This design comes from an exercise in tuning for small area and a short achievable clock period on the open sky130 flow, not from production work. Where RTL was checked, it was by simulation tests only, not by an equivalence proof against the original. For runs 2, 5 and 7, only the layout was checked, not whether the RTL still works. No activity file was given, so power comes from the tool's default toggle rates.

### design/flow/design.v
module cordic(CosX,SinX,theta,Sign,clock,reset);
	output [16:0] CosX,SinX;
	input  [15:0] theta;
	input  Sign,clock,reset;
	reg [15:0] X;
	reg [16:0] Y;              
	reg [13:0] Z;              
	reg        zsr;            
	reg        S;              
	reg [3:0]  sh;             
	wire zs = zsr;
	wire last = (sh == 4'd14);
	wire [13:0] atan =
		(sh == 4'd1)  ? 14'd3593 : (sh == 4'd2)  ? 14'd1824 :
		(sh == 4'd3)  ? 14'd916  : (sh == 4'd4)  ? 14'd458  :
		(sh == 4'd5)  ? 14'd229  : (sh == 4'd6)  ? 14'd115  :
		(sh == 4'd7)  ? 14'd57   : (sh == 4'd8)  ? 14'd29   :
		(sh == 4'd9)  ? 14'd14   : (sh == 4'd10) ? 14'd7    :
		(sh == 4'd11) ? 14'd4    : (sh == 4'd12) ? 14'd2    :
		(sh == 4'd13) ? 14'd1    : 14'd0;
	wire first = (sh == 4'd0);
	wire [13:0] zop = first ? (zs ? -14'd4720 : -14'd18322) : (atan ^ {14{~zs}});
	wire zci = first ? ~S : ~zs;
	wire b = X[15];
	wire ysame = Y[16] ? &Y[2:0] : ~|Y[15:0];   
	wire yneg = Y[16] ^ (ysame & b & (Y[16] ^ zs));
	wire yzero = ysame & (Y[16] ? (b & ~zs) : ~b);
	wire neg = last & yneg;
	wire ssign = (yneg ^ S) & ~yzero;
	wire [16:0] yx = Y ^ {17{~zs}};
	wire [32:0] yext = {{17{yx[16]}}, yx[16:1]} >> sh;
	wire [15:0] yop = yext[15:0];
	wire [15:0] xx = X ^ {16{zs}};
	wire fillx = zs & ~neg;
	wire [32:0] xext = {{18{fillx}}, xx[15:1] ^ {neg, 14'd0}} >> sh;
	wire [16:0] xop = xext[16:0];
	wire [15:0] ylow = Y[15:0] & ~(16'hFFFE << sh);
	wire yc = Y[16] & (|ylow);
	wire cx = yc ^ ~zs;
	wire cy = zs;
	wire [16:0] ya = {Y[16:3], Y[2:0] ^ {3{neg}}};
	wire [15:0] SumX; addx ax(.a(X), .b(yop), .ci(cx), .s(SumX));
	wire [16:0] SumY; addy ay(.a(ya), .b(xop), .ci(cy), .s(SumY));
	wire [13:0] SumZ; addz az(.a(Z), .b(zop), .ci(zci), .s(SumZ));
	wire t45 = theta[13] & theta[11] & theta[10] & theta[8];
	always @(posedge clock)
		if (reset) begin
			sh <= 4'd0;
			X <= 16'h9B74;
			Y <= 17'h09B74;
			Z <= theta[13:0];
			zsr <= Sign | ~t45;
			S <= Sign;
		end else begin
			sh <= sh + 4'd1;
			X <= SumX;
			Y <= {last ? ssign : SumY[16], SumY[15:3] & {13{~neg}}, SumY[2:0]};
			Z <= SumZ;
			zsr <= SumZ[13];
		end
	assign CosX = {1'b0, X};
	assign SinX = Y;
endmodule
module addx(input [15:0] a, input [15:0] b, input ci, output [15:0] s);
  wire [15:0] p = a ^ b;
  wire [15:0] g = a & b;
  wire g0c = g[0] | (p[0] & ci);
  wire gn1 = g[1] | (p[1] & g0c);
  wire gn2 = g[3] | (p[3] & g[2]);
  wire pn2 = p[3] & p[2];
  wire gn3 = g[5] | (p[5] & g[4]);
  wire pn3 = p[5] & p[4];
  wire gn4 = g[7] | (p[7] & g[6]);
  wire pn4 = p[7] & p[6];
  wire gn5 = g[9] | (p[9] & g[8]);
  wire pn5 = p[9] & p[8];
  wire gn6 = g[11] | (p[11] & g[10]);
  wire pn6 = p[11] & p[10];
  wire gn7 = g[13] | (p[13] & g[12]);
  wire pn7 = p[13] & p[12];
  wire gn8 = g[15] | (p[15] & g[14]);
  wire pn8 = p[15] & p[14];
  wire gn9 = gn2 | (pn2 & gn1);
  wire gn10 = gn4 | (pn4 & gn3);
  wire pn10 = pn4 & pn3;
  wire gn11 = gn6 | (pn6 & gn5);
  wire pn11 = pn6 & pn5;
  wire gn12 = gn8 | (pn8 & gn7);
  wire pn12 = pn8 & pn7;
  wire gn13 = gn10 | (pn10 & gn9);
  wire gn14 = gn12 | (pn12 & gn11);
  wire pn14 = pn12 & pn11;
  wire gn15 = gn14 | (pn14 & gn13);
  wire gn16 = gn11 | (pn11 & gn13);
  wire gn17 = gn3 | (pn3 & gn9);
  wire gn18 = gn5 | (pn5 & gn13);
  wire gn19 = gn7 | (pn7 & gn16);
  wire gn20 = g[2] | (p[2] & gn1);
  wire gn21 = g[4] | (p[4] & gn9);
  wire gn22 = g[6] | (p[6] & gn17);
  wire gn23 = g[8] | (p[8] & gn13);
  wire gn24 = g[10] | (p[10] & gn18);
  wire gn25 = g[12] | (p[12] & gn16);
  wire gn26 = g[14] | (p[14] & gn19);
  wire [15:0] c = {gn26, gn19, gn25, gn16, gn24, gn18, gn23, gn13, gn22, gn17, gn21, gn9, gn20, gn1, g0c, ci};
  assign s = p ^ c;
endmodule
module addy(input [16:0] a, input [16:0] b, input ci, output [16:0] s);
  wire [16:0] p = a ^ b;
  wire [16:0] g = a & b;
  wire g0c = g[0] | (p[0] & ci);
  wire gn1 = g[1] | (p[1] & g0c);
  wire gn2 = g[3] | (p[3] & g[2]);
  wire pn2 = p[3] & p[2];
  wire gn3 = g[5] | (p[5] & g[4]);
  wire pn3 = p[5] & p[4];
  wire gn4 = g[7] | (p[7] & g[6]);
  wire pn4 = p[7] & p[6];
  wire gn5 = g[9] | (p[9] & g[8]);
  wire pn5 = p[9] & p[8];
  wire gn6 = g[11] | (p[11] & g[10]);
  wire pn6 = p[11] & p[10];
  wire gn7 = g[13] | (p[13] & g[12]);
  wire pn7 = p[13] & p[12];
  wire gn8 = g[15] | (p[15] & g[14]);
  wire pn8 = p[15] & p[14];
  wire gn9 = gn2 | (pn2 & gn1);
  wire gn10 = gn4 | (pn4 & gn3);
  wire pn10 = pn4 & pn3;
  wire gn11 = gn6 | (pn6 & gn5);
  wire pn11 = pn6 & pn5;
  wire gn12 = gn8 | (pn8 & gn7);
  wire pn12 = pn8 & pn7;
  wire gn13 = gn10 | (pn10 & gn9);
  wire gn14 = gn12 | (pn12 & gn11);
  wire pn14 = pn12 & pn11;
  wire gn15 = gn14 | (pn14 & gn13);
  wire gn16 = gn11 | (pn11 & gn13);
  wire gn17 = gn3 | (pn3 & gn9);
  wire gn18 = gn5 | (pn5 & gn13);
  wire gn19 = gn7 | (pn7 & gn16);
  wire gn20 = g[2] | (p[2] & gn1);
  wire gn21 = g[4] | (p[4] & gn9);
  wire gn22 = g[6] | (p[6] & gn17);
  wire gn23 = g[8] | (p[8] & gn13);
  wire gn24 = g[10] | (p[10] & gn18);
  wire gn25 = g[12] | (p[12] & gn16);
  wire gn26 = g[14] | (p[14] & gn19);
  wire gn27 = g[16] | (p[16] & gn15);
  wire [16:0] c = {gn15, gn26, gn19, gn25, gn16, gn24, gn18, gn23, gn13, gn22, gn17, gn21, gn9, gn20, gn1, g0c, ci};
  assign s = p ^ c;
endmodule
module addz(input [13:0] a, input [13:0] b, input ci, output [13:0] s);
  wire [13:0] p = a ^ b;
  wire [13:0] g = a & b;
  wire g0c = g[0] | (p[0] & ci);
  wire gn1 = g[1] | (p[1] & g0c);
  wire gn2 = g[3] | (p[3] & g[2]);
  wire pn2 = p[3] & p[2];
  wire gn3 = g[5] | (p[5] & g[4]);
  wire pn3 = p[5] & p[4];
  wire gn4 = g[7] | (p[7] & g[6]);
  wire pn4 = p[7] & p[6];
  wire gn5 = g[9] | (p[9] & g[8]);
  wire pn5 = p[9] & p[8];
  wire gn6 = g[11] | (p[11] & g[10]);
  wire pn6 = p[11] & p[10];
  wire gn7 = g[13] | (p[13] & g[12]);
  wire pn7 = p[13] & p[12];
  wire gn8 = gn2 | (pn2 & gn1);
  wire gn9 = gn4 | (pn4 & gn3);
  wire pn9 = pn4 & pn3;
  wire gn10 = gn6 | (pn6 & gn5);
  wire pn10 = pn6 & pn5;
  wire gn11 = gn9 | (pn9 & gn8);
  wire gn12 = gn10 | (pn10 & gn11);
  wire gn13 = gn3 | (pn3 & gn8);
  wire gn14 = gn5 | (pn5 & gn11);
  wire gn15 = gn7 | (pn7 & gn12);
  wire gn16 = g[2] | (p[2] & gn1);
  wire gn17 = g[4] | (p[4] & gn8);
  wire gn18 = g[6] | (p[6] & gn13);
  wire gn19 = g[8] | (p[8] & gn11);
  wire gn20 = g[10] | (p[10] & gn14);
  wire gn21 = g[12] | (p[12] & gn12);
  wire [13:0] c = {gn21, gn12, gn20, gn14, gn19, gn11, gn18, gn13, gn17, gn8, gn16, gn1, g0c, ci};
  assign s = p ^ c;
endmodule
### design/flow/config.mk
export PLATFORM = sky130hd
export DESIGN_NAME = cordic
export DESIGN_NICKNAME = cordic
export VERILOG_FILES = /design/flow/design.v
export SDC_FILE = /design/flow/constraint.sdc
export NUM_CORES = 4
export LEC_CHECK = 0
export ABC_AREA = 1
export CAP_MARGIN = 20
export CORE_MARGIN = 2
export CORE_UTILIZATION = 45
export CTS_BUF_LIST = sky130_fd_sc_hd__clkbuf_8
export SETUP_SLACK_MARGIN = 0.5
export SLEW_MARGIN = 20
### design/flow/constraint.sdc
create_clock -name core_clock -period 15.0 [get_ports {clock}]
set_input_delay 3.0000 -clock core_clock [delete_from_list [all_inputs] [get_ports {clock}]]
set_output_delay 3.0000 -clock core_clock [all_outputs]
set_load 0.01 [all_outputs]
### design/flow/standard.sh
#!/bin/bash
# synth_recipe.tcl (not shown) runs the flow's synth.tcl, then flattens the netlist and writes it again
# the make line also repeats each setting of config.mk as NAME=value (left out here)
make -C /OpenROAD-flow-scripts/flow DESIGN_CONFIG=/design/flow/config.mk WORK_HOME=/design/flow/orfs CLKGATE_MAP_FILE= SYNTH_SCRIPT=/design/flow/synth_recipe.tcl "${@:-finish}"
### design/flow/flow/run.sh
#!/bin/bash
# The standard layout (standard.sh) with these changes:
# repair_timing aims for a setup margin of 11.05 ns, ports get buf_2
# buffers, and Yosys maps no full or half adder cells (ADDER_MAP_FILE is
# empty, so ABC maps the adders as plain logic).
# make's output goes to flow_make.log here; each ORFS step logs under orfs/logs.
set -euo pipefail

sed -e "s|SETUP_SLACK_MARGIN=[0-9.]*|SETUP_SLACK_MARGIN=11.05 'BUFFER_PORTS_ARGS=-buffer_cell sky130_fd_sc_hd__buf_2' ADDER_MAP_FILE=|" standard.sh > my_standard.sh
bash my_standard.sh > flow_make.log 2>&1
==> impl_metrics.yaml, run 1 <==
outcome:
  run_status: "timing/DRC/antenna clean"
critical_path:
  worst_setup_path_end_kind: "output port"
  timing.critical_path.depth: 1
  setup.reg_to_reg.worst_slack_ns: 11.49
  path_cells: "buf_2"
  critical-path-top-delay-family: "flip-flops"
  worst_setup_start_kind: "flip-flop"
  setup.worst_path.end: "SinX[8]"
  path_class: "flip-flop to output port"
  critical_path.slowest_cell: "dfxtp_2"
  cp_num_buf_inv: 1
  worst_r2r_startpoint: "sh[3]"
  r2r_cells: 30
  critical_path_rt_ns: 12.00
  cp_slowest_stage_delay_ns: 0.42
  worstSetupStartpoint: "Y[8]"
  arrival_ns: 0.92
  worstPathMaxFanout: 6
  timing.rr.end: "Z[13]"
placement:
  gp_congestion: 0.897
  portBuffers: 49
  place_inst: 1136
  half_perimeter_wire_length_of_the_detailed_placement_result_um: 11500
  dp_worst_setup_slack_ns: 10.60
cells_and_area:
  antenna_cells_inserted: 0
  total_area_of_multi_input_combinational_cells_um2: 3860
  area.growth.synth_to_final_pct: 7.80
  num-fill-cells: 1365
  seqCellArea_um2: 1120
  nNetsFinal: 998
  layout-drive-gt1-share_pct: 18.8
  post_layout_nonfiller_instances: 1148
power:
  power_density_over_the_cells_nw_per_um2: 244
  switchingPower_mw: 0.813
  swShare_pct: 55.3
  power_frac_clock_pct: 6.1
  totalPowerFinal_mw: 1.47
  relative_contribution_of_sequential_cells_to_total_power_pct: 18.6
  power.combinational.fraction_pct: 75.3
  power.leakage_nw: 3.11
  vdd.ir_drop.worst_mv: 0.106
  p_int_mw: 0.656
floorplanning:
  row_count: 40
  fp.dieW_um: 115
  start_util_pct: 46.3
  core-area_um2: 12100
  fp.dieArea_um2: 13300
  fp.dieH_um: 115
  io_pins: 53
global_route:
  grt_first_pass_wirelength_um: 24800
  antenna_violations_before_repair: 0
  maximum_number_of_pins_on_one_net_before_global_route_repair: 48
  grt_use_total_pct: 23.5
  first_global_vias: 5169
  globalRoute.totalOverflow: 0
synthesis:
  sequential_share_of_the_synthesized_area_pct: 19.2
  synth_edf_count: 1
  syn-cell-area_um2: 5580
  syn_area_per_cell_um2: 5.86
  post-synth-top-area-cell: "nand2_1"
  ys_top_cells_by_area: "nand2_1 20%, dfxtp_1 19%, inv_1 5.7%, nor2_1 5.6%, nand3_1 4.9%"
  top_count_cell_post_synth: "nand2_1"
  synthDominantCellAreaShare_pct: 20.2
  synthDistinctLibCells: 56
  synth.yosys.warnings: 2
  syn_inst: 952
  synth-async-reset-ratio_pct: 0
  synth.top_cells.by_count: "301 x nand2_1, 85 x inv_1, 84 x nor2_1"
  ys_ff_latch: 53
  synthesis.nets: 971
  yosys_most_used_dff: "dfxtp_1"
clocking:
  tritoncts: "built"
  clock_tree.htree_level_count: 2
  cts.clk_slew.worst_paths_ns: 0.10
  clock_tree.root_cell: "clkbuf_8"
  cts_made_buffers: 5
  insertion_delay_ns: 0.34
  cts_hold_repair.buffers: 0
  cts_buffer_depth: 2
  tritoncts_sink_count: 53
routing:
  detailroute.via_count: 5760
  antenna_left: 0
  viasPerCell: 5.02
  routed_wirelength_um: 15200
  routedWlPerCell_um: 13.2
  drt_first_pass_iters: 5
  drc_errors: 0
  initial_detailed_routing_violation_count: 326
sta:
  rsz_0062_raised_after_global_routing: "no"
  finalHoldViolations: 0
  period_needed_ns: 3.92
  fmax_ghz: 0.255
  whs_ns: 0.614
  min_period_over_period_pct: 26.1
  clock_skew_ns: 0.0107
  setup-violations-final: 0
  fin_setup_tns_ns: 0
  final_slew_viol_count: 0
  setup_slack_ns: 11.08
  relSlewSlack_pct: 52.2
  worst-slew-pin-transition_ns: 0.715
worst_hold_path:
  worstHoldPathType: "flip-flop to flip-flop"
job:
  max_cap_viol_count: 0
kinds of logic (layout without fill, tap and decap cells):
logic type	after synthesis	in the layout	share of synthesized area [%]
simple gates	528	528	41.8
compound gates	160	160	16.6
buf+inv	146	174	11.7
xor+xnor	59	59	9.80
flops	53	53	19.2
mux	4	4	0.717
fa+ha+maj	1	1	0.179
other cells	1	1	0.0672
cells in the final DEF (no fill, tap or decap), types with 9 or more instances in the layout:
master,n
a21oi_1,32
buf_2,48
dfxtp_1,27
dfxtp_2,16
dfxtp_4,9
inv_1,85
inv_2,19
nand2_1,301
nand2_2,36
nand3_1,55
nor2_1,84
nor3_1,9
o21ai_0,49
o21ai_1,40
or2_2,9
xnor2_1,24
xor2_1,31
what timing repair did:
| action | 4_1_cts | 5_1_grt |
|---|---|---|
| resized for setup | 23 | 14 |
| buffers inserted | 0 | 4 |
| endpoints found under the setup margin | 24 | 26 |
power by group through the flow:
stage | clock (mW) | combinational [mW] | sequential, mW
after CTS | 0.0941 | 1.10 | 0.276
final | 0.0890 | 1.11 | 0.273
after global routing | 0.0992 | 1.27 | 0.281
after global placement | 0 | 1.08 | 0.273
after detailed placement | 0 | 1.09 | 0.273
after floorplan | 0 | 0.887 | 0.269
stage by stage:
stage | cell area (um^2) | util [%]
global route | 6020 | 49.9
finish | 6020 | 49.9
CTS | 5950 | 49.4
detailed placement | 5830 | 48.3
floorplan | 5580 | -
global placement | 5830 | 48.3
worst min-delay path by stage:
stage | start | endpoint | slack [ns] | cells after the start
after floorplan | Z[12] | Z[13] | 0.58 | 4
after global placement | Z[13] | zsr | 0.60 | 3
after detailed placement | Z[13] | zsr | 0.60 | 3
after CTS | Z[13] | zsr | 0.62 | 3
after global routing | Z[13] | zsr | 0.67 | 3
final | Z[13] | zsr | 0.61 | 3
layout make-up:
type / count / share of cell area [%]
multi-input cells: 753 / 64.1
flip-flops and latches: 53 / 18.7
inverters: 108 / 6.78
repair buffers: 58 / 5.43
well taps: 168 / 3.49
clock buffers: 5 / 1.14
clock inverters: 3 / 0.354
per-layer routing:
layer | share of wire [%] | track usage (%)
met2 | 44 | 37.7
met5 | 0 | 0
met3 | 5.0 | 3.37
met1 | 48 | 31.8
met4 | 2.8 | 9.24
flip-flops by register name, indices dropped and copies added (netlist names):
signal	cells
X	16
Z	14
S	1
sh	4
zsr	1
Y	17
==> run 2, diff against run 1 <==
--- a/design/flow/design.v
+++ b/design/flow/design.v
@@ -34,8 +34,8 @@
 	wire fillx = zs & ~neg;
 	wire [32:0] xext = {{18{fillx}}, xx[15:1] ^ {neg, 14'd0}} >> sh;
 	wire [16:0] xop = xext[16:0];
-	wire [15:0] ylow = Y[15:0] & ~(16'hFFFE << sh);
-	wire yc = Y[16] & (|ylow);
+	wire [5:0] ylow = Y[5:0] & ~(6'h3E << sh);
+	wire yc = Y[16] & ((sh >= 4'd6) | (|ylow));
 	wire cx = yc ^ ~zs;
 	wire cy = zs;
 	wire [16:0] ya = {Y[16:3], Y[2:0] ^ {3{neg}}};
--- a/design/flow/config.mk
+++ b/design/flow/config.mk
@@ -8,7 +8,7 @@
 export ABC_AREA = 1
 export CAP_MARGIN = 20
 export CORE_MARGIN = 2
-export CORE_UTILIZATION = 45
+export CORE_UTILIZATION = 50
 export CTS_BUF_LIST = sky130_fd_sc_hd__clkbuf_8
 export SETUP_SLACK_MARGIN = 0.5
 export SLEW_MARGIN = 20
==> impl_metrics.yaml, run 2 <==
outcome:
  run_status: "timing/DRC/antenna clean"
floorplanning:
  fp.dieH_um: 109
  row_count: 38
  fp.dieArea_um2: 12000
  start_util_pct: 51.3
  io_pins: 53
  fp.dieW_um: 109
  core-area_um2: 10800
synthesis:
  top_count_cell_post_synth: "nand2_1"
  synth-async-reset-ratio_pct: 0
  synthDominantCellAreaShare_pct: 18.7
  synth_edf_count: 1
  syn-cell-area_um2: 5560
  synth.top_cells.by_count: "267 x nand2_1, 94 x inv_1, 76 x nor2_1"
  synth.yosys.warnings: 2
  sequential_share_of_the_synthesized_area_pct: 19.3
  synthDistinctLibCells: 61
  ys_top_cells_by_area: "dfxtp_1 19%, nand2_1 18%, o21ai_0 6.8%, inv_1 6.3%, nand3_1 5.3%"
  ys_ff_latch: 53
  synthesis.nets: 944
  yosys_most_used_dff: "dfxtp_1"
  post-synth-top-area-cell: "dfxtp_1"
  syn_area_per_cell_um2: 6.01
  syn_inst: 925
sta:
  setup-violations-final: 0
  worst-slew-pin-transition_ns: 0.620
  finalHoldViolations: 0
  rsz_0062_raised_after_global_routing: "yes"
  period_needed_ns: 3.91
  final_slew_viol_count: 0
  min_period_over_period_pct: 26.1
  setup_slack_ns: 11.09
  clock_skew_ns: 0.0112
  whs_ns: 0.621
  relSlewSlack_pct: 58.3
  fin_setup_tns_ns: 0
  fmax_ghz: 0.255
placement:
  dp_worst_setup_slack_ns: 10.20
  portBuffers: 49
  place_inst: 1081
  half_perimeter_wire_length_of_the_detailed_placement_result_um: 12500
  gp_congestion: 0.932
global_route:
  maximum_number_of_pins_on_one_net_before_global_route_repair: 49
  grt_first_pass_wirelength_um: 25600
  first_global_vias: 5317
  grt_use_total_pct: 27.6
  antenna_violations_before_repair: 0
  globalRoute.totalOverflow: 0
clocking:
  clock_tree.root_cell: "clkbuf_8"
  cts_hold_repair.buffers: 0
  cts.clk_slew.worst_paths_ns: 0.11
  insertion_delay_ns: 0.34
  tritoncts_sink_count: 53
  cts_made_buffers: 5
  tritoncts: "built"
  clock_tree.htree_level_count: 2
  cts_buffer_depth: 2
critical_path:
  critical_path_rt_ns: 12.00
  critical-path-top-delay-family: "flip-flops"
  cp_num_buf_inv: 1
  timing.critical_path.depth: 1
  setup.reg_to_reg.worst_slack_ns: 11.42
  worstPathMaxFanout: 7
  worst_r2r_startpoint: "sh[2]"
  arrival_ns: 0.91
  timing.rr.end: "Z[13]"
  worstSetupStartpoint: "Y[16]"
  path_cells: "buf_2"
  worst_setup_path_end_kind: "output port"
  r2r_cells: 31
  cp_slowest_stage_delay_ns: 0.43
  setup.worst_path.end: "SinX[16]"
  path_class: "flip-flop to output port"
  critical_path.slowest_cell: "dfxtp_4"
  worst_setup_start_kind: "flip-flop"
power:
  power.leakage_nw: 3.10
  power_density_over_the_cells_nw_per_um2: 255
  vdd.ir_drop.worst_mv: 0.148
routing:
  drc_errors: 0
  initial_detailed_routing_violation_count: 372
  antenna_left: 0
  drt_first_pass_iters: 5
  routed_wirelength_um: 16200
  routedWlPerCell_um: 14.8
  viasPerCell: 5.34
  detailroute.via_count: 5852
cells_and_area:
  post_layout_nonfiller_instances: 1095
  area.growth.synth_to_final_pct: 8.40
  nNetsFinal: 973
  mostFrequentLayoutCells: "266 x nand2_1, 93 x inv_1, 75 x o21ai_0, 75 x nor2_1, 59 x nand3_1"
  max_flop_register: "Y"
  flip_flop_count_of_the_largest_register_after_layout: 17
  seqCellArea_um2: 1120
  num-fill-cells: 1155
  biggestRegsByFlops: "Y (17), X (16), Z (14)"
  layout-drive-gt1-share_pct: 19.9
  antenna_cells_inserted: 0
  layout_commonest_cell: "nand2_1"
  total_area_of_multi_input_combinational_cells_um2: 3860
job:
  max_cap_viol_count: 0
worst_hold_path:
  worstHoldPathType: "flip-flop to flip-flop"
[run 2: changes by cell type after synthesis, moves of 5 or more]
| cell | delta |
|---|---|
| o21ai_1 | -30 |
| buf_4 | -7 |
| nand2_1 | -34 |
| o21ai_0 | +26 |
| nor2_1 | -8 |
| buf_2 | +5 |
| inv_1 | +9 |
| mux2i_1 | +5 |
[run 2: layout make-up]
type / count / share of cell area, %
sequential: 53 / 18.6
multi-input combinational: 724 / 64.0
timing repair buffer: 58 / 5.30
tap: 140 / 2.91
timing repair inverter: 1 / 0.0831
clock buffer: 6 / 1.37
inverter: 111 / 7.12
clock inverter: 2 / 0.561
[run 2: cell families (layout without fill, tap and decap cells)]
logic type      Yosys count  count (layout)  share of synthesized area (%)
mux                       9               9                           1.62
xor+xnor                 61              61                           9.88
other cells               1               1                         0.0675
fa+ha+maj                 1               1                          0.180
simple gates            486             486                           39.6
compound gates          166             166                           17.6
buf+inv                 148             178                           11.7
flops                    53              53                           19.3
[run 2: report_power, final]
group	leakage (nW)	internal (mW)	switching [mW]	total, mW
registers	0.447	0.211	0.0668	0.278
logic	2.59	0.415	0.734	1.15
clock network	0.0626	0.0539	0.0540	0.108
[run 2: repair_timing]
item                       CTS  global route
gates cloned                 0             1
gates resized for setup     25            19
setup endpoints to repair   54            31
setup buffers                1             4
pin swaps                    0             0
[run 2: worst min-delay path, cell delays in order, from the launching register on]
cell and delay, ns:
dfxtp_2 0.36, nand2_1 0.09, nand3b_1 0.08, nand3_1 0.07
[run 2: routing by layer]
metal  global-route usage, %  wire length [um]  vias to the layer above  share of wire, %
met5                       0                 0                        -                 0
met4                    10.5               516                        0               3.2
met3                    4.15               827                       28               5.1
met2                    47.0              7490                      151                46
met1                    35.2              7380                     2650                46
li1                        -                 -                     3023                 -
[run 2: how the worst min path moves through the flow]
stage,depth (start not counted),endpoint,startpoint,slack (ns)
final,3,X[15],X[14],0.62
after floorplan,4,Z[9],Z[8],0.60
after global placement,2,X[0],X[0],0.57
after detailed placement,2,X[0],X[0],0.61
after CTS,2,X[0],X[0],0.64
after global routing,3,X[15],X[14],0.65
[run 2: per-stage QoR]
| stage | instance area, um^2 | total power [mW] | utilization [%] |
|---|---|---|---|
| floorplan | 5560 | 1.17 | - |
| global placement | 5780 | 1.38 | 53.3 |
| detailed placement | 5780 | 1.41 | 53.3 |
| CTS | 5940 | 1.53 | 54.8 |
| global route | 6020 | 1.71 | 55.6 |
| finish | 6020 | 1.54 | 55.6 |
==> run 3, diff against run 2 <==
--- a/design/flow/design.v
+++ b/design/flow/design.v
@@ -21,12 +21,8 @@
 	wire first = (sh == 4'd0);
 	wire [13:0] zop = first ? (zs ? -14'd4720 : -14'd18322) : (atan ^ {14{~zs}});
 	wire zci = first ? ~S : ~zs;
-	wire b = X[15];
-	wire ysame = Y[16] ? &Y[2:0] : ~|Y[15:0];   
-	wire yneg = Y[16] ^ (ysame & b & (Y[16] ^ zs));
-	wire yzero = ysame & (Y[16] ? (b & ~zs) : ~b);
-	wire neg = last & yneg;
-	wire ssign = (yneg ^ S) & ~yzero;
+	wire neg = last & Y[16];
+	wire ssign = Y[16] ^ S;
 	wire [16:0] yx = Y ^ {17{~zs}};
 	wire [32:0] yext = {{17{yx[16]}}, yx[16:1]} >> sh;
 	wire [15:0] yop = yext[15:0];
--- a/design/flow/config.mk
+++ b/design/flow/config.mk
@@ -10,5 +10,7 @@
 export CORE_MARGIN = 2
 export CORE_UTILIZATION = 50
 export CTS_BUF_LIST = sky130_fd_sc_hd__clkbuf_8
+export CTS_CLUSTER_DIAMETER = 100
+export CTS_CLUSTER_SIZE = 30
 export SETUP_SLACK_MARGIN = 0.5
 export SLEW_MARGIN = 20
==> impl_metrics.yaml, run 3 <==
outcome:
  run_status: "timing/DRC/antenna clean"
placement:
  dp_worst_setup_slack_ns: 9.89
  place_inst: 1072
  placedInstanceArea_um2: 5630
  gp_congestion: 0.908
  half_perimeter_wire_length_of_the_detailed_placement_result_um: 11200
  portBuffers: 49
cells_and_area:
  seqCellArea_um2: 1100
  area.growth.synth_to_final_pct: 7.12
  nNetsFinal: 962
  num-fill-cells: 1113
  antenna_cells_inserted: 0
  flip_flop_count_of_the_largest_register_after_layout: 17
  biggestRegsByFlops: "Y (17), X (16), Z (14)"
  post_layout_nonfiller_instances: 1080
  total_area_of_multi_input_combinational_cells_um2: 3720
  mostFrequentLayoutCells: "295 x nand2_1, 86 x inv_1, 71 x nor2_1"
  finish.instance_area_um2: 5790
  max_flop_register: "Y"
  layout-drive-gt1-share_pct: 16.9
  layout_commonest_cell: "nand2_1"
synthesis:
  synth.top_cells.by_count: "295 x nand2_1, 86 x inv_1, 72 x nor2_1"
  synth.yosys.warnings: 2
  top_count_cell_post_synth: "nand2_1"
  synthDominantCellAreaShare_pct: 20.5
  yosys_most_used_dff: "dfxtp_1"
  sequential_share_of_the_synthesized_area_pct: 19.8
  post-synth-top-area-cell: "nand2_1"
  syn_area_per_cell_um2: 5.90
  ys_top_cells_by_area: "nand2_1 20%, dfxtp_1 19%, inv_1 6.0%, nand3_1 5.6%, o21ai_0 5.1%"
  synthDistinctLibCells: 55
  synth-async-reset-ratio_pct: 0
  synth_edf_count: 1
  syn_inst: 917
  synthesis.nets: 936
  ys_ff_latch: 53
  syn-cell-area_um2: 5410
routing:
  initial_detailed_routing_violation_count: 357
  antenna_left: 0
  viasPerCell: 5.31
  routedWlPerCell_um: 13.7
  detailroute.via_count: 5739
  drc_errors: 0
  routed_wirelength_um: 14800
  drt_first_pass_iters: 6
critical_path:
  arrival_ns: 0.92
  path_cells: "buf_2"
  critical_path.slowest_cell: "dfxtp_1"
  critical-path-top-delay-family: "flip-flops"
  cp_slowest_stage_delay_ns: 0.43
  cp_num_buf_inv: 1
  worstPathMaxFanout: 4
  worst_setup_start_kind: "flip-flop"
  worst_setup_path_end_kind: "output port"
  path_class: "flip-flop to output port"
  critical_path_rt_ns: 12.00
sta:
  final_slew_viol_count: 0
  finalHoldViolations: 0
  fin_setup_tns_ns: 0
  clock_skew_ns: 0.00765
  setup_slack_ns: 11.08
  relSlewSlack_pct: 61.2
  setup-violations-final: 0
  worst-slew-pin-transition_ns: 0.581
  rsz_0062_raised_after_global_routing: "yes"
  period_needed_ns: 3.92
  fmax_ghz: 0.255
  whs_ns: 0.419
  min_period_over_period_pct: 26.2
clocking:
  tritoncts: "built"
  cts.clk_slew.worst_paths_ns: 0.11
  insertion_delay_ns: 0.33
  clock_tree.htree_level_count: 2
  cts_buffer_depth: 2
  tritoncts_sink_count: 53
  cts_made_buffers: 5
  post_cts_buffers: 0
  clock_tree.root_cell: "clkbuf_8"
floorplanning:
  core-area_um2: 10400
  fp.dieArea_um2: 11700
  fp.dieH_um: 108
  io_pins: 53
  start_util_pct: 51.9
  fp.dieW_um: 108
  row_count: 37
job:
  max_cap_viol_count: 0
global_route:
  grt_use_total_pct: 26.3
  antenna_violations_before_repair: 0
  globalRoute.totalOverflow: 0
  first_global_vias: 5271
  grt_first_pass_wirelength_um: 24700
  maximum_number_of_pins_on_one_net_before_global_route_repair: 53
power:
  power_density_over_the_cells_nw_per_um2: 253
  power.leakage_nw: 3.01
  vdd.ir_drop.worst_mv: 0.129
worst_hold_path:
  worstHoldPathType: "flip-flop to flip-flop"
run 3: cell count changes in the layout (fill, tap and decap cells not counted), moves of 9 or more:
cell	change
nand2_1	+29
o21ai_0	-20
o21ai_1	+22
xnor2_1	-9
nand2_2	-13
run 3: timing repair:
action                     4_1_cts  5_1_grt
cloned                           0        0
setup endpoints to repair       48       36
gates resized for setup         11       16
hold endpoints to repair         0        0
hold buffers                     0        0
run 3: final timing paths:
check | start | cells after the start | end | slack [ns]
max | Y[11] | 1 | SinX[11] | 11.08
min | sh[0] | 1 | sh[0] | 0.42
max reg2reg | zsr | 24 | X[15] | 11.43
min reg2reg | sh[0] | 1 | sh[0] | 0.42
run 3: layout make-up:
| cell class | instances | share of cell area [%] |
|---|---|---|
| multi-input cells | 727 | 64.2 |
| flip-flops and latches | 53 | 19.0 |
| inverters | 102 | 6.69 |
| repair buffers | 54 | 5.12 |
| well taps | 136 | 2.94 |
| clock buffers | 6 | 1.43 |
| clock inverters | 2 | 0.648 |
run 3: layer usage:
layer / vias up / share of wire [%] / GRT usage [%]
met1: 2579 / 44 / 33.7
met5: - / 0 / 0
met3: 18 / 5.5 / 3.19
met4: 0 / 1.8 / 6.96
li1: 3002 / - / -
met2: 140 / 49 / 46.8
run 3: cells by family after synthesis:
logic type | after synthesis | share of synthesized area [%]
other | 1 | 0.0693
buffers and inverters | 137 | 11.5
xor gates and xnor gates | 52 | 9.11
muxes | 3 | 0.555
DFF | 53 | 19.8
and+or+nand+nor | 496 | 40.3
AOI/OAI and AO/OA | 175 | 18.7
run 3: stage by stage:
stage / total power, mW / util [%]
2_1_floorplan: 1.14 / -
3_3_place_gp: 1.32 / 54.0
3_5_place_dp: 1.34 / 54.0
4_1_cts: 1.46 / 55.4
5_1_grt: 1.64 / 55.6
6_report: 1.46 / 55.6
run 3: where the power goes:
part           internal [mW]  switching (mW)  total, mW
Combinational          0.397           0.691       1.09
Sequential             0.209          0.0588      0.268
Clock                 0.0544          0.0532      0.108
==> run 4, diff against run 3 <==
--- a/design/flow/config.mk
+++ b/design/flow/config.mk
@@ -10,7 +10,5 @@
 export CORE_MARGIN = 2
 export CORE_UTILIZATION = 50
 export CTS_BUF_LIST = sky130_fd_sc_hd__clkbuf_8
-export CTS_CLUSTER_DIAMETER = 100
-export CTS_CLUSTER_SIZE = 30
 export SETUP_SLACK_MARGIN = 0.5
 export SLEW_MARGIN = 20
==> impl_metrics.yaml, run 4 <==
sta:
  finalHoldViolations: 0
  rsz_0062_raised_after_global_routing: "yes"
  fmax_ghz: 0.255
  setup-violations-final: 0
  setup_slack_ns: 11.08
  clock_skew_ns: 0.00765
  fin_setup_tns_ns: 0
  worst-slew-pin-transition_ns: 0.581
  min_period_over_period_pct: 26.2
  period_needed_ns: 3.92
  relSlewSlack_pct: 61.2
  final_slew_viol_count: 0
cells_and_area:
  layout_commonest_cell: "nand2_1"
  finalCoreUtilization_pct: 55.6
  mostFrequentLayoutCells: "295 x nand2_1, 86 x inv_1, 71 x nor2_1"
  layout-drive-gt1-share_pct: 16.9
  antenna_cells_inserted: 0
  max_flop_register: "Y"
  area.growth.synth_to_final_pct: 7.12
  flip_flop_count_of_the_largest_register_after_layout: 17
  nNetsFinal: 962
  biggestRegsByFlops: "Y (17), X (16), Z (14)"
synthesis:
  syn-cell-area_um2: 5410
  yosys_most_used_dff: "dfxtp_1"
  syn_inst: 917
  synth.yosys.warnings: 2
  post-synth-top-area-cell: "nand2_1"
  synthDistinctLibCells: 55
  ys_top_cells_by_area: "nand2_1 20%, dfxtp_1 19%, inv_1 6.0%, nand3_1 5.6%, o21ai_0 5.1%"
  ys_ff_latch: 53
  synthesis.nets: 936
  synth-async-reset-ratio_pct: 0
  synth.top_cells.by_count: "295 x nand2_1, 86 x inv_1, 72 x nor2_1"
  synth_edf_count: 1
  top_count_cell_post_synth: "nand2_1"
  sequential_share_of_the_synthesized_area_pct: 19.8
  synthDominantCellAreaShare_pct: 20.5
  syn_area_per_cell_um2: 5.90
routing:
  drt_first_pass_iters: 6
  detailroute.via_count: 5739
  initial_detailed_routing_violation_count: 357
  routedWlPerCell_um: 13.7
  routed_wirelength_um: 14800
  viasPerCell: 5.31
  drc_errors: 0
  antenna_left: 0
worst_hold_path:
  hold_depth: 1
  worstHoldPathType: "flip-flop to flip-flop"
  worstHoldEndpoint: "sh[0]"
  worstHoldStart: "sh[0]"
placement:
  dp_worst_setup_slack_ns: 9.89
  gp_congestion: 0.908
  half_perimeter_wire_length_of_the_detailed_placement_result_um: 11200
  portBuffers: 49
clocking:
  tritoncts: "built"
  insertion_delay_ns: 0.33
  cts.clk_slew.worst_paths_ns: 0.11
  clock_tree.root_cell: "clkbuf_8"
  tritoncts_sink_count: 53
  cts_hold_repair.buffers: 0
  cts_made_buffers: 5
  cts_buffer_depth: 2
  clock_tree.htree_level_count: 2
floorplanning:
  row_count: 37
  io_pins: 53
  fp.dieH_um: 108
  start_util_pct: 51.9
  fp.dieArea_um2: 11700
  core-area_um2: 10400
  fp.dieW_um: 108
critical_path:
  worst_setup_path_end_kind: "output port"
  path_cells: "buf_2"
  cp_num_buf_inv: 1
  cp_slowest_stage_delay_ns: 0.43
  timing.rr.end: "X[15]"
  r2r_cells: 24
  worst_setup_start_kind: "flip-flop"
  path_class: "flip-flop to output port"
  critical_path_rt_ns: 12.00
  worst_r2r_startpoint: "zsr"
  worstPathMaxFanout: 4
  arrival_ns: 0.92
  critical_path.slowest_cell: "dfxtp_1"
  critical-path-top-delay-family: "flip-flops"
  setup.reg_to_reg.worst_slack_ns: 11.43
power:
  power_density_over_the_cells_nw_per_um2: 253
  power.leakage_nw: 3.01
  vdd.ir_drop.worst_mv: 0.129
global_route:
  globalRoute.totalOverflow: 0
  grt_first_pass_wirelength_um: 24700
  first_global_vias: 5271
  grt_use_total_pct: 26.3
  antenna_violations_before_repair: 0
  maximum_number_of_pins_on_one_net_before_global_route_repair: 53
outcome:
  run_status: "timing/DRC/antenna clean"
job:
  max_cap_viol_count: 0
run 4: cell counts in the layout (fill, tap and decap cells not counted):
No cell type changed its count.
run 4: area by class of cell:
cell class	instances	area [um^2]
clock inverters	2	37.5
well taps	136	170
flip-flops and latches	53	1100
fillers	1113	4620
inverters	102	388
repair buffers	54	297
multi-input cells	727	3720
clock buffers	6	82.6
run 4: stage by stage:
| stage | instances | power (mW) | area, um^2 | hold WS [ns] |
|---|---|---|---|---|
| 2_1_floorplan | 917 | 1.14 | 5410 | 0.560 |
| 3_3_place_gp | 1072 | 1.32 | 5630 | 0.402 |
| 3_5_place_dp | 1072 | 1.34 | 5630 | 0.402 |
| 4_1_cts | 1080 | 1.46 | 5770 | 0.418 |
| 5_1_grt | 1080 | 1.64 | 5790 | 0.459 |
| 6_report | 1080 | 1.46 | 5790 | 0.419 |
run 4: report_power, final:
part           switching [mW]  internal [mW]
Sequential             0.0588          0.209
Clock                  0.0532         0.0544
Combinational           0.691          0.397
run 4: cell families (layout without fill, tap and decap cells):
| group | Yosys count | count (layout) | share of synthesized area (%) |
|---|---|---|---|
| buf+inv | 137 | 164 | 11.5 |
| xor+xnor | 52 | 52 | 9.11 |
| compound gates | 175 | 175 | 18.7 |
| simple gates | 496 | 496 | 40.3 |
| flops | 53 | 53 | 19.8 |
| mux | 3 | 3 | 0.555 |
| other cells | 1 | 1 | 0.0693 |
run 4: what timing repair did:
item,4_1_cts,5_1_grt
resized for setup,11,16
buffers inserted,0,0
setup endpoints to repair,48,36
run 4: metal layers:
| metal | vias to the layer above | share of wire [%] | GRT usage, % | routed length [um] |
|---|---|---|---|---|
| met3 | 18 | 5.5 | 3.19 | 818 |
| met1 | 2579 | 44 | 33.7 | 6520 |
| met5 | - | 0 | 0 | 0 |
| met4 | 0 | 1.8 | 6.96 | 265 |
| li1 | 3002 | - | - | - |
| met2 | 140 | 49 | 46.8 | 7210 |
run 4: how the worst max path moves through the flow:
| stage | startpoint | to | cells past startpoint |
|---|---|---|---|
| after floorplan | reset | Z[12] | 5 |
| after global placement | reset | Y[3] | 7 |
| after detailed placement | reset | Y[7] | 7 |
| after CTS | Y[2] | SinX[2] | 1 |
| after global routing | zsr | X[15] | 24 |
| final | Y[11] | SinX[11] | 1 |
==> run 5, diff against run 4 <==
--- a/design/flow/design.v
+++ b/design/flow/design.v
@@ -8,6 +8,7 @@
 	reg        zsr;            
 	reg        S;              
 	reg [3:0]  sh;             
+	reg        r1;             
 	wire zs = zsr;
 	wire last = (sh == 4'd14);
 	wire [13:0] atan =
@@ -42,18 +43,24 @@
 	always @(posedge clock)
 		if (reset) begin
 			sh <= 4'd0;
-			X <= 16'h9B74;
-			Y <= 17'h09B74;
 			Z <= theta[13:0];
 			zsr <= Sign | ~t45;
 			S <= Sign;
 		end else begin
 			sh <= sh + 4'd1;
-			X <= SumX;
-			Y <= {last ? ssign : SumY[16], SumY[15:3] & {13{~neg}}, SumY[2:0]};
 			Z <= SumZ;
 			zsr <= SumZ[13];
 		end
+	always @(posedge clock) begin
+		r1 <= reset;
+		if (r1) begin
+			X <= zs ? 16'hE92E : 16'h4DBA;
+			Y <= zs ? 17'h04DBA : 17'h0E92E;
+		end else begin
+			X <= SumX;
+			Y <= {last ? ssign : SumY[16], SumY[15:3] & {13{~neg}}, SumY[2:0]};
+		end
+	end
 	assign CosX = {1'b0, X};
 	assign SinX = Y;
 endmodule
==> impl_metrics.yaml, run 5 <==
outcome:
  run_status: "timing/DRC/antenna clean"
critical_path:
  critical-path-top-delay-family: "flip-flops"
  worst_setup_path_end_kind: "output port"
  cp_slowest_stage_delay_ns: 0.42
  worstPathMaxFanout: 5
  worst_setup_start_kind: "flip-flop"
  arrival_ns: 0.92
  path_cells: "buf_2"
  critical_path.slowest_cell: "dfxtp_2"
  path_class: "flip-flop to output port"
  setup.reg_to_reg.worst_slack_ns: 11.32
  critical_path_rt_ns: 12.00
  cp_num_buf_inv: 1
routing:
  drt_first_pass_iters: 5
  drc_errors: 0
  routed.top_layer: "met4"
  routedWlPerCell_um: 13.8
  routed_wirelength_um: 15300
  met3RoutedLength_um: 718
  antenna_left: 0
  viasPerCell: 5.31
  wl_met2_um: 6620
  initial_detailed_routing_violation_count: 451
  detailroute.via_count: 5898
  m1WireLength_um: 7740
synthesis:
  syn_inst: 946
  synth.top_cells.by_count: "308 x nand2_1, 98 x inv_1, 71 x nand3_1"
  yosys_most_used_dff: "dfxtp_1"
  post-synth-top-area-cell: "nand2_1"
  ys_ff_latch: 54
  synth.yosys.warnings: 2
  ys_top_cells_by_area: "nand2_1 20%, dfxtp_1 19%, inv_1 6.5%, nand3_1 6.3%, xor2_1 5.9%"
  syn_area_per_cell_um2: 5.97
  synth-async-reset-ratio_pct: 0
  synth_edf_count: 1
  synthDistinctLibCells: 53
  synthDominantCellAreaShare_pct: 20.5
  syn-cell-area_um2: 5650
  synthesis.nets: 965
  sequential_share_of_the_synthesized_area_pct: 19.3
  top_count_cell_post_synth: "nand2_1"
placement:
  gp_congestion: 0.939
  portBuffers: 49
  half_perimeter_wire_length_of_the_detailed_placement_result_um: 11600
  place_inst: 1100
clocking:
  insertion_delay_ns: 0.35
  cts_hold_repair.buffers: 0
  cts_buffer_depth: 2
  tritoncts: "built"
  clock_tree.root_cell: "clkbuf_8"
  clock_tree.htree_level_count: 2
  cts_made_buffers: 5
  tritoncts_sink_count: 54
  cts.clk_slew.worst_paths_ns: 0.12
floorplanning:
  row_count: 38
  fp.dieW_um: 110
  io_pins: 53
  fp.dieArea_um2: 12200
  core-area_um2: 10900
  fp.dieH_um: 110
  start_util_pct: 51.7
sta:
  clock_skew_ns: 0.0124
  period_needed_ns: 3.92
  worst-slew-pin-transition_ns: 0.856
  final_slew_viol_count: 0
  fin_setup_tns_ns: 0
  min_period_over_period_pct: 26.1
  rsz_0062_raised_after_global_routing: "no"
  fmax_ghz: 0.255
  relSlewSlack_pct: 43.0
  setup-violations-final: 0
  finalHoldViolations: 0
power:
  power_density_over_the_cells_nw_per_um2: 266
  power.leakage_nw: 3.19
  vdd.ir_drop.worst_mv: 0.125
cells_and_area:
  flip_flop_count_of_the_largest_register_after_layout: 17
  layout-drive-gt1-share_pct: 19.9
  antenna_cells_inserted: 0
  max_flop_register: "Y"
  nNetsFinal: 989
  mostFrequentLayoutCells: "308 x nand2_1, 97 x inv_1, 71 x nand3_1"
  layout_commonest_cell: "nand2_1"
  area.growth.synth_to_final_pct: 6.38
  post_layout_nonfiller_instances: 1111
  biggestRegsByFlops: "Y (17), X (16), Z (14)"
global_route:
  antenna_violations_before_repair: 0
  grt_first_pass_wirelength_um: 24800
  grt_use_total_pct: 26.2
  maximum_number_of_pins_on_one_net_before_global_route_repair: 51
  globalRoute.totalOverflow: 0
  first_global_vias: 5067
job:
  max_cap_viol_count: 0
worst_hold_path:
  worstHoldPathType: "flip-flop to flip-flop"
## run 5: cell count changes after synthesis, moves of 9 or more
| cell | previous run | this run |
|---|---|---|
| nand3_1 | 61 | 71 |
| xor2_1 | 29 | 38 |
| nand2_1 | 295 | 308 |
| inv_1 | 86 | 98 |
| o21ai_1 | 32 | 41 |
| o21ai_0 | 55 | 35 |
| nor2_1 | 72 | 62 |
## run 5: report_power, final
part	internal [mW]	switching (mW)	total (mW)
clock network	0.0511	0.0596	0.111
logic	0.437	0.766	1.20
registers	0.220	0.0674	0.287
total	0.708	0.893	1.60
## run 5: final cells by class
cell class | count | area, um^2
Clock inverter | 3 | 47.5
Timing Repair inverter | 1 | 5.00
Inverter | 116 | 449
Fill cell | 1158 | 4930
Tap cell | 140 | 175
Timing Repair Buffer | 53 | 275
Multi-Input combinational cell | 739 | 3850
Clock buffer | 5 | 68.8
Sequential cell | 54 | 1140
## run 5: worst register-to-register path: stages, from the launching register on
cell        delay (ns)
dfxtp_4           0.57
clkinvlp_4        0.36
nand2_2           0.38
inv_2             0.19
nand2_1           0.11
xor2_1            0.28
nor2_1            0.07
a21oi_1           0.29
nor2_1            0.10
inv_1             0.08
nand2_1           0.06
inv_2             0.05
nand2_1           0.06
nand2_1           0.08
nand2_1           0.08
nand2_2           0.11
nand3_1           0.09
nand2_2           0.11
nand3_1           0.08
nand2_1           0.09
nand2_1           0.09
nand2_1           0.07
nand2_1           0.04
nand3_1           0.08
nand2_1           0.06
## run 5: through the flow
stage	total power [mW]	hold WS, ns	area (um^2)	setup WS, ns	utilization (%)
2_1_floorplan	1.24	0.587	5650	11.50	-
3_3_place_gp	1.44	0.597	5820	10.80	53.2
3_5_place_dp	1.46	0.623	5820	10.66	53.2
4_1_cts	1.59	0.637	5960	11.05	54.5
5_1_grt	1.78	0.679	6010	11.05	55.0
6_report	1.60	0.635	6010	11.08	55.0
## run 5: logic make-up after synthesis
family | synth area share [%]
other cells | 0.0664
mux | 0.354
xor+xnor | 10.5
buf+inv | 12.6
simple gates | 40.3
compound gates | 16.9
flops | 19.3
## run 5: layer usage
layer  track usage (%)  vias up
met1              38.0     2679
met4              7.86        0
met3              2.70       16
met5                 0        -
met2              41.0      150
li1                  -     3053
## run 5: path summary, 6_finish.rpt
path	startpoint	end	cells past startpoint
max	Y[1]	SinX[1]	1
max reg2reg	sh[3]	Z[13]	24
min reg2reg	r1	X[13]	1
min	r1	X[13]	1
## run 5: what timing repair did
action / CTS / global route
pin swaps: 0 / 0
cloned: 0 / 1
gates resized for setup: 19 / 19
buffers inserted: 0 / 2
setup endpoints to repair: 37 / 37
==> run 6, diff against run 5 <==
--- a/design/flow/design.v
+++ b/design/flow/design.v
@@ -8,7 +8,6 @@
 	reg        zsr;            
 	reg        S;              
 	reg [3:0]  sh;             
-	reg        r1;             
 	wire zs = zsr;
 	wire last = (sh == 4'd14);
 	wire [13:0] atan =
@@ -43,24 +42,18 @@
 	always @(posedge clock)
 		if (reset) begin
 			sh <= 4'd0;
+			X <= 16'h9B74;
+			Y <= 17'h09B74;
 			Z <= theta[13:0];
 			zsr <= Sign | ~t45;
 			S <= Sign;
 		end else begin
 			sh <= sh + 4'd1;
+			X <= SumX;
+			Y <= {last ? ssign : SumY[16], SumY[15:3] & {13{~neg}}, SumY[2:0]};
 			Z <= SumZ;
 			zsr <= SumZ[13];
 		end
-	always @(posedge clock) begin
-		r1 <= reset;
-		if (r1) begin
-			X <= zs ? 16'hE92E : 16'h4DBA;
-			Y <= zs ? 17'h04DBA : 17'h0E92E;
-		end else begin
-			X <= SumX;
-			Y <= {last ? ssign : SumY[16], SumY[15:3] & {13{~neg}}, SumY[2:0]};
-		end
-	end
 	assign CosX = {1'b0, X};
 	assign SinX = Y;
 endmodule
==> design/flow/flow/run.sh (replaced) <==
#!/bin/bash
# The standard layout (standard.sh) with these changes:
# repair_timing aims for a setup margin of 11.12 ns, ports get buf_2
# buffers, and Yosys maps no full or half adder cells (ADDER_MAP_FILE is
# empty, so ABC maps the adders as plain logic).
# make's output goes to flow_make.log here; each ORFS step logs under orfs/logs.
set -euo pipefail

sed -e "s|SETUP_SLACK_MARGIN=[0-9.]*|SETUP_SLACK_MARGIN=11.12 'BUFFER_PORTS_ARGS=-buffer_cell sky130_fd_sc_hd__buf_2' ADDER_MAP_FILE=|" standard.sh > my_standard.sh
bash my_standard.sh > flow_make.log 2>&1
==> impl_metrics.yaml, run 6 <==
power:
  power.leakage_nw: 3.10
  totalPowerFinal_mw: 1.49
  vdd.ir_drop.worst_mv: 0.140
  power_frac_clock_pct: 5.7
  power.combinational.fraction_pct: 76.4
  power_density_over_the_cells_nw_per_um2: 248
  p_int_mw: 0.676
  relative_contribution_of_sequential_cells_to_total_power_pct: 17.9
  switchingPower_mw: 0.809
  swShare_pct: 54.5
synthesis:
  post-synth-top-area-cell: "nand2_1"
  synthDistinctLibCells: 55
  syn_area_per_cell_um2: 5.90
  synth_edf_count: 1
  ys_ff_latch: 53
  ys_top_cells_by_area: "nand2_1 20%, dfxtp_1 19%, inv_1 6.0%, nand3_1 5.6%, o21ai_0 5.1%"
  syn_inst: 917
  syn-cell-area_um2: 5410
  synth.yosys.warnings: 2
  synth-async-reset-ratio_pct: 0
  top_count_cell_post_synth: "nand2_1"
  synthesis.nets: 936
  yosys_most_used_dff: "dfxtp_1"
  sequential_share_of_the_synthesized_area_pct: 19.8
  synth.top_cells.by_count: "295 x nand2_1, 86 x inv_1, 72 x nor2_1"
  synthDominantCellAreaShare_pct: 20.5
routing:
  detailroute.via_count: 5853
  initial_detailed_routing_violation_count: 402
  drc_errors: 0
  routed_wirelength_um: 14900
  viasPerCell: 5.33
  drt_first_pass_iters: 6
  antenna_left: 0
  routedWlPerCell_um: 13.5
sta:
  min_period_over_period_pct: 25.6
  period_needed_ns: 3.84
  rsz_0062_raised_after_global_routing: "no"
  finalHoldViolations: 0
  clock_skew_ns: 0.00556
  relSlewSlack_pct: 57.0
  worst-slew-pin-transition_ns: 0.644
  setup-violations-final: 0
  fin_setup_tns_ns: 0
  fmax_ghz: 0.260
  final_slew_viol_count: 0
clocking:
  tritoncts: "built"
  cts_buffer_depth: 2
  clock_tree.htree_level_count: 2
  cts_made_buffers: 5
  clock_tree.root_cell: "clkbuf_8"
  cts.clk_slew.worst_paths_ns: 0.10
  insertion_delay_ns: 0.33
  tritoncts_sink_count: 53
  cts_hold_repair.buffers: 0
global_route:
  grt_first_pass_wirelength_um: 23900
  antenna_violations_before_repair: 0
  globalRoute.totalOverflow: 0
  maximum_number_of_pins_on_one_net_before_global_route_repair: 53
  first_global_vias: 5266
  grt_use_total_pct: 25.8
critical_path:
  cp_slowest_stage_delay_ns: 0.38
  worst_setup_start_kind: "flip-flop"
  worstPathMaxFanout: 4
  path_cells: "buf_2"
  critical-path-top-delay-family: "flip-flops"
  worst_setup_path_end_kind: "output port"
  critical_path.slowest_cell: "dfxtp_2"
  cp_num_buf_inv: 1
  arrival_ns: 0.84
  critical_path_rt_ns: 12.00
  path_class: "flip-flop to output port"
cells_and_area:
  post_layout_nonfiller_instances: 1098
  layout_commonest_cell: "nand2_1"
  area.growth.synth_to_final_pct: 10.7
  total_area_of_multi_input_combinational_cells_um2: 3730
  flip_flop_count_of_the_largest_register_after_layout: 17
  mostFrequentLayoutCells: "295 x nand2_1, 86 x inv_1, 71 x nor2_1"
  nNetsFinal: 980
  antenna_cells_inserted: 0
  seqCellArea_um2: 1170
  max_flop_register: "Y"
  biggestRegsByFlops: "Y (17), X (16), Z (14)"
  layout-drive-gt1-share_pct: 20.2
  num-fill-cells: 1082
outcome:
  run_status: "timing/DRC/antenna clean"
floorplanning:
  row_count: 37
  start_util_pct: 51.9
  fp.dieW_um: 108
  core-area_um2: 10400
  fp.dieArea_um2: 11700
  fp.dieH_um: 108
  io_pins: 53
worst_hold_path:
  worstHoldPathType: "flip-flop to flip-flop"
placement:
  half_perimeter_wire_length_of_the_detailed_placement_result_um: 11200
  gp_congestion: 0.928
  portBuffers: 49
  place_inst: 1071
job:
  max_cap_viol_count: 0
[run 6: final timing paths]
| path | startpoint | endpoint | slack [ns] | cells past startpoint |
|---|---|---|---|---|
| hold reg to reg | X[14] | X[15] | 0.61 | 3 |
| setup reg to reg | sh[2] | Z[13] | 11.57 | 23 |
| setup / recovery | X[11] | CosX[11] | 11.16 | 1 |
| hold / removal | X[14] | X[15] | 0.61 | 3 |
[run 6: area by class of cell]
class | instances | share of cell area, %
Clock buffer | 5 | 1.15
Clock inverter | 3 | 0.230
Inverter | 102 | 6.67
Multi-Input combinational cell | 727 | 62.3
Sequential cell | 53 | 19.6
Tap cell | 136 | 2.84
Timing Repair Buffer | 72 | 7.25
[run 6: cells by family after synthesis]
| kind of cell | Yosys count | synth area share [%] |
|---|---|---|
| compound gates | 175 | 18.7 |
| xor+xnor | 52 | 9.11 |
| buf+inv | 137 | 11.5 |
| flops | 53 | 19.8 |
| mux | 3 | 0.555 |
| other cells | 1 | 0.0693 |
| simple gates | 496 | 40.3 |
[run 6: layer usage]
layer / vias to the layer above / share of wire (%) / GRT usage, %
met1: 2655 / 44 / 31.4
li1: 3039 / - / -
met2: 136 / 49 / 46.9
met4: 0 / 1.9 / 7.23
met3: 23 / 4.9 / 4.22
met5: - / 0 / 0
[run 6: per-stage QoR]
step / utilization, % / hold WS [ns] / area, um^2 / worst slack [ns]
2_1_floorplan: - / 0.560 / 5410 / 11.17
3_3_place_gp: 54.0 / 0.583 / 5620 / 10.21
3_5_place_dp: 54.0 / 0.601 / 5620 / 10.16
4_1_cts: 55.6 / 0.618 / 5800 / 11.12
5_1_grt: 57.5 / 0.637 / 5990 / 11.12
6_report: 57.5 / 0.608 / 5990 / 11.16
[run 6: timing repair]
action,CTS,global route
resized for setup,47,19
endpoints found under the setup margin,72,49
hold endpoints to repair,0,0
buffers inserted,1,18
[run 6: power groups by stage]
| stage | clock [mW] | combinational [mW] | sequential, mW |
|---|---|---|---|
| 2_1_floorplan | 0 | 0.871 | 0.267 |
| 3_3_place_gp | 0 | 1.05 | 0.266 |
| 3_5_place_dp | 0 | 1.07 | 0.268 |
| 4_1_cts | 0.0881 | 1.09 | 0.275 |
| 5_1_grt | 0.0935 | 1.29 | 0.274 |
| 6_report | 0.0847 | 1.13 | 0.266 |
==> run 7, diff against run 6 <==
--- a/design/flow/design.v
+++ b/design/flow/design.v
@@ -21,8 +21,12 @@
 	wire first = (sh == 4'd0);
 	wire [13:0] zop = first ? (zs ? -14'd4720 : -14'd18322) : (atan ^ {14{~zs}});
 	wire zci = first ? ~S : ~zs;
-	wire neg = last & Y[16];
-	wire ssign = Y[16] ^ S;
+	wire b = X[15];
+	wire ysame = &(Y[15:0] ~^ {16{Y[16]}});      
+	wire yneg = Y[16] ^ (ysame & b & (Y[16] ^ zs));
+	wire yzero = ysame & (Y[16] ? (b & ~zs) : ~b);
+	wire neg = last & yneg;
+	wire ssign = (yneg ^ S) & ~yzero;
 	wire [16:0] yx = Y ^ {17{~zs}};
 	wire [32:0] yext = {{17{yx[16]}}, yx[16:1]} >> sh;
 	wire [15:0] yop = yext[15:0];
@@ -30,11 +34,11 @@
 	wire fillx = zs & ~neg;
 	wire [32:0] xext = {{18{fillx}}, xx[15:1] ^ {neg, 14'd0}} >> sh;
 	wire [16:0] xop = xext[16:0];
-	wire [5:0] ylow = Y[5:0] & ~(6'h3E << sh);
-	wire yc = Y[16] & ((sh >= 4'd6) | (|ylow));
+	wire [15:0] ylow = Y[15:0] & ~(16'hFFFE << sh);
+	wire yc = Y[16] & (|ylow);
 	wire cx = yc ^ ~zs;
 	wire cy = zs;
-	wire [16:0] ya = {Y[16:3], Y[2:0] ^ {3{neg}}};
+	wire [16:0] ya = Y ^ {17{neg}};
 	wire [15:0] SumX; addx ax(.a(X), .b(yop), .ci(cx), .s(SumX));
 	wire [16:0] SumY; addy ay(.a(ya), .b(xop), .ci(cy), .s(SumY));
 	wire [13:0] SumZ; addz az(.a(Z), .b(zop), .ci(zci), .s(SumZ));
@@ -50,7 +54,7 @@
 		end else begin
 			sh <= sh + 4'd1;
 			X <= SumX;
-			Y <= {last ? ssign : SumY[16], SumY[15:3] & {13{~neg}}, SumY[2:0]};
+			Y <= {last ? ssign : SumY[16], SumY[15:0]};
 			Z <= SumZ;
 			zsr <= SumZ[13];
 		end
==> impl_metrics.yaml, run 7 <==
placement:
  place_inst: 1146
  gp_congestion: 0.914
  dp_worst_setup_slack_ns: 10.26
  portBuffers: 49
  half_perimeter_wire_length_of_the_detailed_placement_result_um: 12600
routing:
  wl_met2_um: 8140
  routedWlPerCell_um: 14.8
  drt_first_pass_iters: 5
  met3RoutedLength_um: 905
  routed_wirelength_um: 17500
  detailroute.via_count: 6255
  m1WireLength_um: 8120
  viasPerCell: 5.30
  drc_errors: 0
  routed.top_layer: "met4"
  antenna_left: 0
  initial_detailed_routing_violation_count: 586
synthesis:
  synth_edf_count: 1
  synthDistinctLibCells: 53
  yosys_most_used_dff: "dfxtp_1"
  ys_top_cells_by_area: "nand2_1 20%, dfxtp_1 18%, inv_1 6.7%, o21ai_0 6.5%, xor2_1 6.0%"
  ys_ff_latch: 53
  sequential_share_of_the_synthesized_area_pct: 18.7
  syn_inst: 984
  synthesis.nets: 1003
  post-synth-top-area-cell: "nand2_1"
  synth.yosys.warnings: 2
  syn_area_per_cell_um2: 5.82
  synth.top_cells.by_count: "310 x nand2_1, 102 x inv_1, 80 x nor2_1"
  synth-async-reset-ratio_pct: 0
  syn-cell-area_um2: 5730
  synthDominantCellAreaShare_pct: 20.3
  top_count_cell_post_synth: "nand2_1"
global_route:
  grt_first_pass_wirelength_um: 27800
  first_global_vias: 5669
  grt_use_total_pct: 27.6
  antenna_violations_before_repair: 0
  maximum_number_of_pins_on_one_net_before_global_route_repair: 51
  globalRoute.totalOverflow: 0
job:
  max_cap_viol_count: 0
sta:
  min_period_over_period_pct: 25.7
  setup_slack_ns: 11.14
  relSlewSlack_pct: 50.4
  final_slew_viol_count: 0
  fin_setup_tns_ns: 0
  fmax_ghz: 0.259
  period_needed_ns: 3.86
  finalHoldViolations: 0
  whs_ns: 0.611
  worst-slew-pin-transition_ns: 0.742
  clock_skew_ns: 0.0121
  rsz_0062_raised_after_global_routing: "yes"
  setup-violations-final: 0
floorplanning:
  core-area_um2: 11300
  fp.dieH_um: 111
  fp.dieW_um: 111
  row_count: 39
  fp.dieArea_um2: 12300
  io_pins: 53
  start_util_pct: 50.6
cells_and_area:
  num-fill-cells: 1200
  mostFrequentLayoutCells: "310 x nand2_1, 101 x inv_1, 79 x nor2_1"
  seqCellArea_um2: 1160
  total_area_of_multi_input_combinational_cells_um2: 3990
  biggestRegsByFlops: "Y (17), X (16), Z (14)"
  layout_commonest_cell: "nand2_1"
  flip_flop_count_of_the_largest_register_after_layout: 17
  post_layout_nonfiller_instances: 1180
  area.growth.synth_to_final_pct: 12.7
  antenna_cells_inserted: 0
  nNetsFinal: 1055
  layout-drive-gt1-share_pct: 20.0
  max_flop_register: "Y"
critical_path:
  critical-path-top-delay-family: "flip-flops"
  path_class: "flip-flop to output port"
  cp_slowest_stage_delay_ns: 0.38
  arrival_ns: 0.86
  worst_setup_path_end_kind: "output port"
  critical_path.slowest_cell: "dfxtp_1"
  critical_path_rt_ns: 12.00
  worst_setup_start_kind: "flip-flop"
  path_cells: "buf_2"
  worstPathMaxFanout: 3
  cp_num_buf_inv: 1
outcome:
  run_status: "timing/DRC/antenna clean"
power:
  vdd.ir_drop.worst_mv: 0.130
  power_density_over_the_cells_nw_per_um2: 245
  power.leakage_nw: 3.30
  totalPowerFinal_mw: 1.58
clocking:
  cts.clk_slew.worst_paths_ns: 0.11
  cts_made_buffers: 5
  tritoncts_sink_count: 53
  clock_tree.root_cell: "clkbuf_8"
  cts_buffer_depth: 2
  tritoncts: "built"
  insertion_delay_ns: 0.34
  clock_tree.htree_level_count: 2
worst_hold_path:
  worstHoldPathType: "flip-flop to flip-flop"
## run 7: worst reg2reg max path, cell delays in order (launching register included)
cell      delay, ns
dfxtp_1        0.32
buf_4          0.23
nor2_1         0.63
inv_1          0.37
o22ai_1        0.25
o21bai_2       0.17
nor2_1         0.06
inv_1          0.07
nand2_1        0.06
inv_2          0.06
nand2_1        0.04
nand2_1        0.09
nand2_1        0.07
nand2_1        0.08
nand3_1        0.08
nand2_2        0.11
nand3_2        0.10
nand2_2        0.09
nand3_1        0.10
nand2_1        0.10
nand2_1        0.06
nand2_1        0.10
nand2_1        0.08
nand3b_1       0.08
nand3_1        0.08
## run 7: layout make-up
cell class,count,area share [%]
tap,143,2.77
timing repair inverter,2,0.233
inverter,124,7.40
clock buffer,5,1.07
sequential,53,18.0
clock inverter,3,0.291
timing repair buffer,80,8.49
multi-input combinational,770,61.7
## run 7: timing repair
action | CTS | global route
endpoints found under the setup margin | 65 | 42
gates resized for setup | 44 | 28
buffers inserted | 13 | 9
cloned | 1 | 3
endpoints found under the hold margin | 0 | 0
pin swaps | 0 | 1
hold buffers | 0 | 0
## run 7: kinds of logic (layout without fill, tap and decap cells)
group | count (synthesis) | count (layout) | synth area share, %
flip-flops | 53 | 53 | 18.7
multiplexers | 4 | 4 | 0.699
XOR/XNOR | 67 | 67 | 10.2
buffers and inverters | 161 | 214 | 11.9
AO/OA/AOI/OAI | 186 | 186 | 18.5
other | 1 | 1 | 0.0655
AND/OR/NAND/NOR | 512 | 512 | 39.9
## run 7: worst paths after layout
| check | from | to | slack, ns | depth (start not counted) |
|---|---|---|---|---|
| worst max register to register | sh[3] | X[15] | 11.42 | 24 |
| worst min register to register | X[14] | X[15] | 0.61 | 3 |
| worst max-delay path | X[13] | CosX[13] | 11.14 | 1 |
| worst min-delay path | X[14] | X[15] | 0.61 | 3 |
## run 7: layer usage
layer / GRT usage [%] / vias up
met4: 8.31 / 0
met5: 0 / -
met1: 37.4 / 2816
li1: - / 3244
met2: 46.5 / 173
met3: 3.01 / 22
## run 7: metrics by stage
stage               utilization (%)  instance area [um^2]
finish                         57.0                  6460
global route                   57.0                  6460
CTS                            55.3                  6260
detailed placement             52.9                  5990
global placement               52.9                  5990
floorplan                         -                  5730
## run 7: power by group
group	internal [mW]	total (mW)	switching (mW)	leakage [nW]
clock	0.0325	0.0884	0.0559	0.0416
combinational	0.449	1.23	0.779	2.80
sequential	0.221	0.267	0.0465	0.450
total	0.702	1.58	0.882	3.30

==> static timing again, ports no longer ideal <==
The results above use ideal ports. As a check the final layouts listed here were re-extracted and re-timed, cells and wires unchanged. Step 1, drivers: a clkbuf_16 drives clock and a buf_2 each remaining input, both assumed. Step 2 adds t to the input delays and takes it off the output delays; t is the mean of the earliest and latest rising clock arrival at the registers after step 1. Input paths then give back, and output paths get back, about the clock's delay inside the block. Slacks: ideal / step 1 / step 2; pairs: ideal / step 1.
| run | t, ns | setup slack, ns | worst setup path after step 2 | worst slew at a driven data input, ns | cell pins on the clock port's net |
|---|---|---|---|---|---|
| run 1 | 0.373 | 11.083 / 11.049 / 10.843 | input to register | 0.03 | 1 |
| run 2 | 0.368 | 11.085 / 11.047 / 10.819 | input to register | 0.03 | 1 |
| run 3 | 0.358 | 11.076 / 11.040 / 10.794 | input to register | 0.04 | 1 |
| run 4 | 0.358 | 11.076 / 11.040 / 10.794 | input to register | 0.04 | 1 |
| run 5 | 0.379 | 11.083 / 11.046 / 10.802 | input to register | 0.03 | 1 |
| run 6 | 0.364 | 11.157 / 11.121 / 10.928 | input to register | 0.04 | 1 |
| run 7 | 0.370 | 11.141 / 11.101 / 10.959 | input to register | 0.04 | 1 |
After both steps every run listed still meets setup and hold.
